What follows belongs to an exercise in optimizing a design on an open flow for small area and a short achievable clock period; a production flow would make more cautious choices.
At most, simulation tests tie the RTL to the original design; equivalence was not proved.
No functional check of the RTL was part of run 2.
Treat power and IR drop as tool artefacts here; the default activity estimate runs too high for this design.

## flow/design.v (module list and top-level ports; edited modules follow where they fit)
// module final_log: 2104 lines
module final_log(clk, reset, base, in_data, out_data);
  // ...
==> flow/flow/run.sh <==
#!/bin/bash
set -euo pipefail
bash standard.sh SETUP_SLACK_MARGIN=37 "BUFFER_PORTS_ARGS=-buffer_cell sky130_fd_sc_hd__buf_1" SKIP_GATE_CLONING=1 finish > run.log 2>&1
==> flow/standard.sh <==
#!/bin/bash
# synth_recipe.tcl (not shown) runs the flow's synth.tcl, then flattens the netlist and writes it again
# the make line also repeats each setting of config.mk as NAME=value (left out here)
make -C /OpenROAD-flow-scripts/flow DESIGN_CONFIG=/design/flow/config.mk WORK_HOME=/design/flow/orfs CLKGATE_MAP_FILE= SYNTH_SCRIPT=/design/flow/synth_recipe.tcl "${@:-finish}"
==> flow/config.mk <==
export PLATFORM = sky130hd
export DESIGN_NAME = final_log
export DESIGN_NICKNAME = final_log
export VERILOG_FILES = /design/flow/design.v
export SDC_FILE = /design/flow/constraint.sdc
export NUM_CORES = 4
export LEC_CHECK = 0
export ABC_AREA = 1
export CAP_MARGIN = 20
export CORE_MARGIN = 2
export CORE_UTILIZATION = 40
export CTS_BUF_LIST = sky130_fd_sc_hd__clkbuf_8
export CTS_CLUSTER_DIAMETER = 200
export CTS_CLUSTER_SIZE = 30
export SLEW_MARGIN = 20
==> flow/constraint.sdc <==
create_clock -name core_clock -period 60.0 [get_ports {clk}]
set_input_delay 12.0000 -clock core_clock [delete_from_list [all_inputs] [get_ports {clk}]]
set_output_delay 12.0000 -clock core_clock [all_outputs]
set_load 0.01 [all_outputs]
==> results.txt, run 1 <==
Layout
In the layout the commonest cells are nand2_1, inv_1, nor2_1. The number of inserted filler cells in the final layout is 3408. The number of flip-flops in the largest register is 18.

Across the whole layout, multi-input logic makes up 76.4% of the cell area. Of the total standard cell area in the layout, the sequential portion is 5.25%. The total of plain and repair buffers excluding clock buffers is 96.

The net total in the final layout is 2373. The footprint of the flip-flops and latches is 753 µm². Clock tree buffers and inverters occupy 0.662% of the routed design's cell area. The finished layout holds 2476 standard cells, fillers aside. The biggest slice of the area belongs to multi-input combinational cells.

Placement
The count of input and output buffers is 66. At the end of routability-driven placement, the weighted congestion stood at 0.934. The worst-case setup slack after placement is 35930 ps.

Timing
Setup repair after global routing left no endpoint under its margin. The setup total negative slack is 0 ps. The count of final hold-check violations is 0.

Synthesis
After synthesis, the largest family of logic cells by area is adder cells. When the netlist entered floorplanning its net count stood at 2326. The count of unique library cells instantiated by Yosys is 67. The cell type contributing the most total cell area after synthesis is fa_1.

Floorplan
The number of top-level pins is 68. The floorplan die area is 34700 µm². The floorplan step set the die height to 186 µm.

Setup path
Along the worst path, the maximum fanout reaches 30. The critical path ends at out_data[20]. STA classifies the critical path endpoint as an output port. Together, buffers and inverters on the worst path number 8.

Global routing
The via count of the first global-routing pass came to 12500. Global routing consumed, on the met1 layer, 27.1% of the routing resources. The met3 routing resource usage after global routing is 1.17%.

Status
The run finished with no timing, DRC or antenna violations.

Worst hold path
The path class of the tightest hold or removal check is in2async.

Routing
Before antenna repair, the detailed router went through 5 iterations. The routed wire length is 36600 µm. The detail-routed net length per standard cell is 14.8 µm.

Clock tree
The number of buffers created by CTS is 5. The clock transition time at the flip-flop clock pins of the worst setup and hold paths is 100 ps. In this run the post-CTS setup repair buffer count came out at 7.
==> inputs of run 2 (changes only) <==
--- a/flow/design.v
+++ b/flow/design.v
@@ -1710,88 +1710,106 @@
     wire x6_326 = x6_304 | x6_325;
     wire x6_327 = x6_288 & x6_287;
     wire x6_328 = x6_290 & x6_305;
     wire x6_329 = x6_306 | x6_328;
     wire x6_330 = x6_290 & x6_289;
     wire x6_331 = x6_292 & x6_307;
     wire x6_332 = x6_308 | x6_331;
     wire x6_333 = x6_292 & x6_291;
-    wire x6_334 = x6_315 & x6_312;
-    wire x6_335 = x6_314 | x6_334;
-    wire x6_336 = x6_321 & x6_317;
-    wire x6_337 = x6_320 | x6_336;
-    wire x6_338 = x6_321 & x6_318;
-    wire x6_339 = x6_327 & x6_323;
-    wire x6_340 = x6_326 | x6_339;
-    wire x6_341 = x6_327 & x6_324;
-    wire x6_342 = x6_333 & x6_329;
-    wire x6_343 = x6_332 | x6_342;
-    wire x6_344 = x6_333 & x6_330;
-    wire x6_345 = x6_338 & x6_335;
-    wire x6_346 = x6_337 | x6_345;
-    wire x6_347 = x6_344 & x6_340;
-    wire x6_348 = x6_343 | x6_347;
-    wire x6_349 = x6_344 & x6_341;
-    wire x6_350 = x6_349 & x6_346;
-    wire x6_351 = x6_348 | x6_350;
-    wire x6_352 = x6_341 & x6_346;
-    wire x6_353 = x6_340 | x6_352;
-    wire x6_354 = x6_318 & x6_335;
-    wire x6_355 = x6_317 | x6_354;
-    wire x6_356 = x6_324 & x6_346;
-    wire x6_357 = x6_323 | x6_356;
-    wire x6_358 = x6_330 & x6_353;
-    wire x6_359 = x6_329 | x6_358;
-    wire x6_360 = x6_279 & x6_312;
-    wire x6_361 = x6_295 | x6_360;
-    wire x6_362 = x6_281 & x6_335;
-    wire x6_363 = x6_297 | x6_362;
-    wire x6_364 = x6_283 & x6_355;
-    wire x6_365 = x6_299 | x6_364;
-    wire x6_366 = x6_285 & x6_346;
-    wire x6_367 = x6_301 | x6_366;
-    wire x6_368 = x6_287 & x6_357;
-    wire x6_369 = x6_303 | x6_368;
-    wire x6_370 = x6_289 & x6_353;
-    wire x6_371 = x6_305 | x6_370;
-    wire x6_372 = x6_291 & x6_359;
-    wire x6_373 = x6_307 | x6_372;
-    wire x6_374 = x6_277 ^ x6_195;
-    wire x6_375 = x6_278 ^ x6_310;
-    wire x6_376 = x6_279 ^ x6_312;
-    wire x6_377 = x6_280 ^ x6_361;
-    wire x6_378 = x6_281 ^ x6_335;
-    wire x6_379 = x6_282 ^ x6_363;
-    wire x6_380 = x6_283 ^ x6_355;
-    wire x6_381 = x6_284 ^ x6_365;
-    wire x6_382 = x6_285 ^ x6_346;
-    wire x6_383 = x6_286 ^ x6_367;
-    wire x6_384 = x6_287 ^ x6_357;
-    wire x6_385 = x6_288 ^ x6_369;
-    wire x6_386 = x6_289 ^ x6_353;
-    wire x6_387 = x6_290 ^ x6_371;
-    wire x6_388 = x6_291 ^ x6_359;
-    wire x6_389 = x6_292 ^ x6_373;
-    wire w7_0 = x6_374;
-    wire w7_1 = x6_375;
-    wire w7_2 = x6_376;
-    wire w7_3 = x6_377;
-    wire w7_4 = x6_378;
-    wire w7_5 = x6_379;
-    wire w7_6 = x6_380;
-    wire w7_7 = x6_381;
-    wire w7_8 = x6_382;
-    wire w7_9 = x6_383;
-    wire w7_10 = x6_384;
-    wire w7_11 = x6_385;
-    wire w7_12 = x6_386;
-    wire w7_13 = x6_387;
-    wire w7_14 = x6_388;
-    wire w7_15 = x6_389;
+    wire x6_334 = x6_279 & x6_312;
+    wire x6_335 = x6_295 | x6_334;
+    wire x6_336 = x6_315 & x6_312;
+    wire x6_337 = x6_314 | x6_336;
+    wire x6_338 = x6_283 & x6_317;
+    wire x6_339 = x6_299 | x6_338;
+    wire x6_340 = x6_283 & x6_318;
+    wire x6_341 = x6_321 & x6_317;
+    wire x6_342 = x6_320 | x6_341;
+    wire x6_343 = x6_321 & x6_318;
+    wire x6_344 = x6_287 & x6_323;
+    wire x6_345 = x6_303 | x6_344;
+    wire x6_346 = x6_287 & x6_324;
+    wire x6_347 = x6_327 & x6_323;
+    wire x6_348 = x6_326 | x6_347;
+    wire x6_349 = x6_327 & x6_324;
+    wire x6_350 = x6_291 & x6_329;
+    wire x6_351 = x6_307 | x6_350;
+    wire x6_352 = x6_291 & x6_330;
+    wire x6_353 = x6_333 & x6_329;
+    wire x6_354 = x6_332 | x6_353;
+    wire x6_355 = x6_333 & x6_330;
+    wire x6_356 = x6_281 & x6_337;
+    wire x6_357 = x6_297 | x6_356;
+    wire x6_358 = x6_318 & x6_337;
+    wire x6_359 = x6_317 | x6_358;
+    wire x6_360 = x6_340 & x6_337;
+    wire x6_361 = x6_339 | x6_360;
+    wire x6_362 = x6_343 & x6_337;
+    wire x6_363 = x6_342 | x6_362;
+    wire x6_364 = x6_289 & x6_348;
+    wire x6_365 = x6_305 | x6_364;
+    wire x6_366 = x6_289 & x6_349;
+    wire x6_367 = x6_330 & x6_348;
+    wire x6_368 = x6_329 | x6_367;
+    wire x6_369 = x6_330 & x6_349;
+    wire x6_370 = x6_352 & x6_348;
+    wire x6_371 = x6_351 | x6_370;
+    wire x6_372 = x6_352 & x6_349;
+    wire x6_373 = x6_355 & x6_348;
+    wire x6_374 = x6_354 | x6_373;
+    wire x6_375 = x6_355 & x6_349;
+    wire x6_376 = x6_285 & x6_363;
+    wire x6_377 = x6_301 | x6_376;
+    wire x6_378 = x6_324 & x6_363;
+    wire x6_379 = x6_323 | x6_378;
+    wire x6_380 = x6_346 & x6_363;
+    wire x6_381 = x6_345 | x6_380;
+    wire x6_382 = x6_349 & x6_363;
+    wire x6_383 = x6_348 | x6_382;
+    wire x6_384 = x6_366 & x6_363;
+    wire x6_385 = x6_365 | x6_384;
+    wire x6_386 = x6_369 & x6_363;
+    wire x6_387 = x6_368 | x6_386;
+    wire x6_388 = x6_372 & x6_363;
+    wire x6_389 = x6_371 | x6_388;
+    wire x6_390 = x6_375 & x6_363;
+    wire x6_391 = x6_374 | x6_390;
+    wire x6_392 = x6_277 ^ x6_195;
+    wire x6_393 = x6_278 ^ x6_310;
+    wire x6_394 = x6_279 ^ x6_312;
+    wire x6_395 = x6_280 ^ x6_335;
+    wire x6_396 = x6_281 ^ x6_337;
+    wire x6_397 = x6_282 ^ x6_357;
+    wire x6_398 = x6_283 ^ x6_359;
+    wire x6_399 = x6_284 ^ x6_361;
+    wire x6_400 = x6_285 ^ x6_363;
+    wire x6_401 = x6_286 ^ x6_377;
+    wire x6_402 = x6_287 ^ x6_379;
+    wire x6_403 = x6_288 ^ x6_381;
+    wire x6_404 = x6_289 ^ x6_383;
+    wire x6_405 = x6_290 ^ x6_385;
+    wire x6_406 = x6_291 ^ x6_387;
+    wire x6_407 = x6_292 ^ x6_389;
+    wire w7_0 = x6_392;
+    wire w7_1 = x6_393;
+    wire w7_2 = x6_394;
+    wire w7_3 = x6_395;
+    wire w7_4 = x6_396;
+    wire w7_5 = x6_397;
+    wire w7_6 = x6_398;
+    wire w7_7 = x6_399;
+    wire w7_8 = x6_400;
+    wire w7_9 = x6_401;
+    wire w7_10 = x6_402;
+    wire w7_11 = x6_403;
+    wire w7_12 = x6_404;
+    wire w7_13 = x6_405;
+    wire w7_14 = x6_406;
+    wire w7_15 = x6_407;
     wire [23:0] yc = cst(bq, eq);
     wire [20:0] yt0 = tn0(bq, {dq[2], dq[1], dq[0]});
     wire [17:0] yt1 = tn1(bq, {d7, d6, dq[4], dq[3]});
     wire c7 = w7_0 & w7_1 & w7_2;    
     wire y_0 = yc[0] ^ yt0[0];
     wire y_1 = y_0 ^ yt1[0];
     wire y_2 = (yc[0] & yt0[0]) | (yc[0] & yt1[0]) | (yt0[0] & yt1[0]);
     wire y_3 = yc[1] ^ yt0[1];
==> results.txt, run 2 <==
Layout
The layout-stage area growth over the synthesis result is 8.97%. The number of flip-flops in the largest register is 18 (unchanged). Cells with a size suffix above 1 make up 10.2% of the layout. Leaving out fill and tap cells, the most frequent cells in the layout are nand2_1, inv_1, nor2_1, ha_1, fa_1. The library cell used most frequently in the layout, excluding fill and tap cells, is nand2_1. The largest registers in the layout are wq: 18 flops, dq: 5 flops, eq: 4 flops. wq holds more flip-flops than any other register. The net total in the final layout was 2338 (-1.5%).

Floorplan
The placement row count is 67. The number of top-level pins is 68 (unchanged). The floorplan step set the die width to 188 µm.

The floorplan die area is 35200 µm² (+1.2%). The area of the placeable core is 33400 µm². The vertical extent of the die is 188 µm (+0.60%). The starting utilization of the core area is 40.4%.

Global routing
The total overflow left after global routing is 0. The number of antenna violations at the first check in global routing is 0. The met2 usage is 37.9%.

The first global-routing pass estimated 60000 µm of wire. The largest net degree at the start of global routing is 37. The layer with the highest usage after global routing is met2.

The met1 global-route usage is 25.2% (-1.9 points). Global routing consumed, over all layers together, 20.4% of the routing resources. The met3 routing resource usage after global routing is 0.861% (-0.31 points). The via count of the first global-routing pass is 12500 (+0.57%).

Setup path
The worst stage delay on the critical path is 510 ps. The endpoint arrival time on the critical path is 10220 ps. For this design, the slowest cell found on the critical path is fa_1. The critical path is of the reg2out type. The most frequent cell on the critical path is nand2_1. The worst setup path is launched from a flop. STA classifies the critical path endpoint as an output port. The largest fanout of any net on the critical path is 29 (-3.3%).

The critical path data required time is 48000 ps.

Timing
The setup total negative slack came to 0 ps (unchanged). Of the available clock period, the critical path in the final layout requires 37.0%. The count of pins over their slew limit is 0. The count of final hold-check violations is 0 (unchanged). The final setup violation count is 0. Setup slack on the critical path of the routed design comes to 37780 ps.

For the pin with the worst max-slew slack, the measured transition is 854 ps. The shortest clock period the worst path allows after layout is 22220 ps. The headroom to the max-slew limit is 42.3%. Setup repair after global routing left no endpoint under its margin. For this run, the top clock speed supported by timing is 45.0 MHz.

Synthesis
The fraction of registers with async set/reset is 100%. A synthesized cell averages 6.92 µm². By area the synthesized netlist is led by fa_1, ha_1, nand2_1. The share of the Yosys chip area taken by registers is 5.59%. The most frequently used cell type in the post-synthesis netlist is nand2_1. The count of unique library cells instantiated by Yosys is 71 (+6.0%). In this run, synthesis produced a sequential element count of 30. Among all flip-flop cells after synthesis, the most frequent one is dfrtp_1. The share of the synthesized area in the top cell type is 22.4%. The number of enable-type register cells in the synthesized netlist is 0. The cell area after synthesis is 13500 µm².

The total nets after synthesis is 2284 (-1.8%). Sorting the synthesized cells by how often they occur yields nand2_1, inv_1, nor2_1, fa_1, ha_1. The largest total area in the synthesized netlist belongs to fa_1.

For this run, the number of Yosys warnings is 1. Counting every instance in the synthesized netlist gives 1946.

Routing
The via-per-instance ratio is 5.18. The detail-routed net length per standard cell is 14.8 µm (+0.15%). The DRC violation total after the first TritonRoute iteration is 815.

The iteration count of the initial detailed-routing pass is 6 (+1). For this run, design rule violations remaining after detail routing come to 0. The routed wire length came to 36300 µm (-0.90%).

The routed layout has 12700 vias. In this run the remaining antenna-violating nets after routing total 0.

Run
The count of max-cap constraint violations is 0.

Clock tree
The number of buffers created by CTS is 5 (unchanged). The depth of the CTS H-tree is 2. The clock transition time at the flip-flop clock pins of the worst setup and hold paths is 80 ps (-20 ps). The maximum clock insertion buffer count is 2. Clock tree synthesis selected as its root buffer the cell clkbuf_8. The tree built by TritonCTS fans out to 30 sinks. TritonCTS built the clock tree.

Placement
The post-DP HPWL is 29900 µm. The count of input and output buffers came to 66 (unchanged). The routability congestion estimate from global placement is 0.919 (-1.6%).

The worst-case setup slack after placement is 35360 ps (-566 ps).

Worst hold path
The worst min-delay path class is in2async.

Status
The run finished with no timing, DRC or antenna violations.

Power
run 2: cell types whose count changed after synthesis, sizes merged, moves of 7 or more:
cell,before,now
xnor2,23,33
inv,379,388
buf,31,19
o21ai,94,115
nor3,34,26
nand2,510,497
nand3,161,92
nand4,8,17
o22ai,11,4
nor2,173,156
clkbuf,25,38
run 2: area by class of cell:
class,count,area [µm²]
timing repair buffer,104,557
clock inverter,2,12.5
sequential,30,753
antenna,1,2.50
fill,3599,18700
tap,448,561
inverter,391,1500
clock buffer,6,82.6
multi-input combinational,1468,11200
run 2: how the worst max path moves through the flow:
| stage | from | cells after the start | slack, ps | end |
|---|---|---|---|---|
| 3_5_place_dp | in_data[16] | 70 | 35360 | wq[3] |
| 3_3_place_gp | in_data[16] | 68 | 35490 | wq[3] |
| 5_1_grt | wq[6] | 56 | 36980 | out_data[18] |
| 2_1_floorplan | in_data[2] | 65 | 38190 | wq[6] |
| 4_1_cts | wq[7] | 56 | 37020 | out_data[17] |
| 6_report | wq[6] | 57 | 37780 | out_data[6] |
run 2: critical path, delay by kind of cell (launching register included):
| kind | cells | cell delay (ps) |
|---|---|---|
| AOI/OAI and AO/OA | 13 | 2200 |
| xor gates and xnor gates | 3 | 420 |
| adders and majority gates | 7 | 3010 |
| buffers and inverters | 12 | 1660 |
| DFF | 1 | 440 |
| and+or+nand+nor | 22 | 2160 |
run 2: layer usage:
metal / share of wire, % / vias up
li1: - / 6261
met1: 42 / 6012
met2: 51 / 344
met3: 3.9 / 62
met4: 2.6 / 0
met5: 0 / -
run 2: timing repair:
action,CTS,global route
hold buffers,0,0
setup endpoints to repair,46,46
resized for setup,19,61
buffers inserted,4,28
pin swaps,0,9
run 2: per-stage QoR:
stage               cell area, µm²  hold slack (ps)  instances  util (%)
finish                       14700            11730       2450      44.0
global route                 14700            11780       2449      44.0
global placement             14000            12080       2409      42.1
floorplan                    13500            12000       1946         -
detailed placement           14000            12080       2409      42.1
CTS                          14200            11740       2421      42.7
run 2: logic make-up (layout without fill, tap and decap cells):
| logic type | count (synthesis) | after routing | share of synthesized area [%] |
|---|---|---|---|
| fa+ha+maj | 302 | 302 | 36.5 |
| xor+xnor | 60 | 60 | 4.49 |
| buf+inv | 448 | 503 | 13.0 |
| mux | 4 | 4 | 0.297 |
| other cells | 0 | 1 | 0 |
| compound gates | 293 | 293 | 13.3 |
| flops | 30 | 30 | 5.59 |
| simple gates | 809 | 809 | 26.8 |

[afterwards: timing with drivers on the ports]
The results above use ideal ports. As a check the final layouts listed here were re-extracted and re-timed, cells and wires unchanged. Step 1 assumes that a clkbuf_16 drives the clock port and a buf_2 every other input. Step 2, shift: input delay + t, output delay - t, t = (earliest + latest rising clock arrival at the registers) / 2. This alone moves slack from input paths to output paths. a / b / c = ideal ports / drivers / drivers and shift; a / b = the first two.
run	t, ns	setup slack, ns	worst slew at a driven data input, ns	pins driven straight from the clock port
run 1	0.350	37.828 / 37.789 / 37.513	0.05	1
run 2	0.336	37.779 / 37.740 / 37.495	0.05	1
After both steps every run listed still meets setup and hold. The setup slack of run 1, which loses most, moves by -0.039 ns with the drivers and by -0.315 ns with both steps.
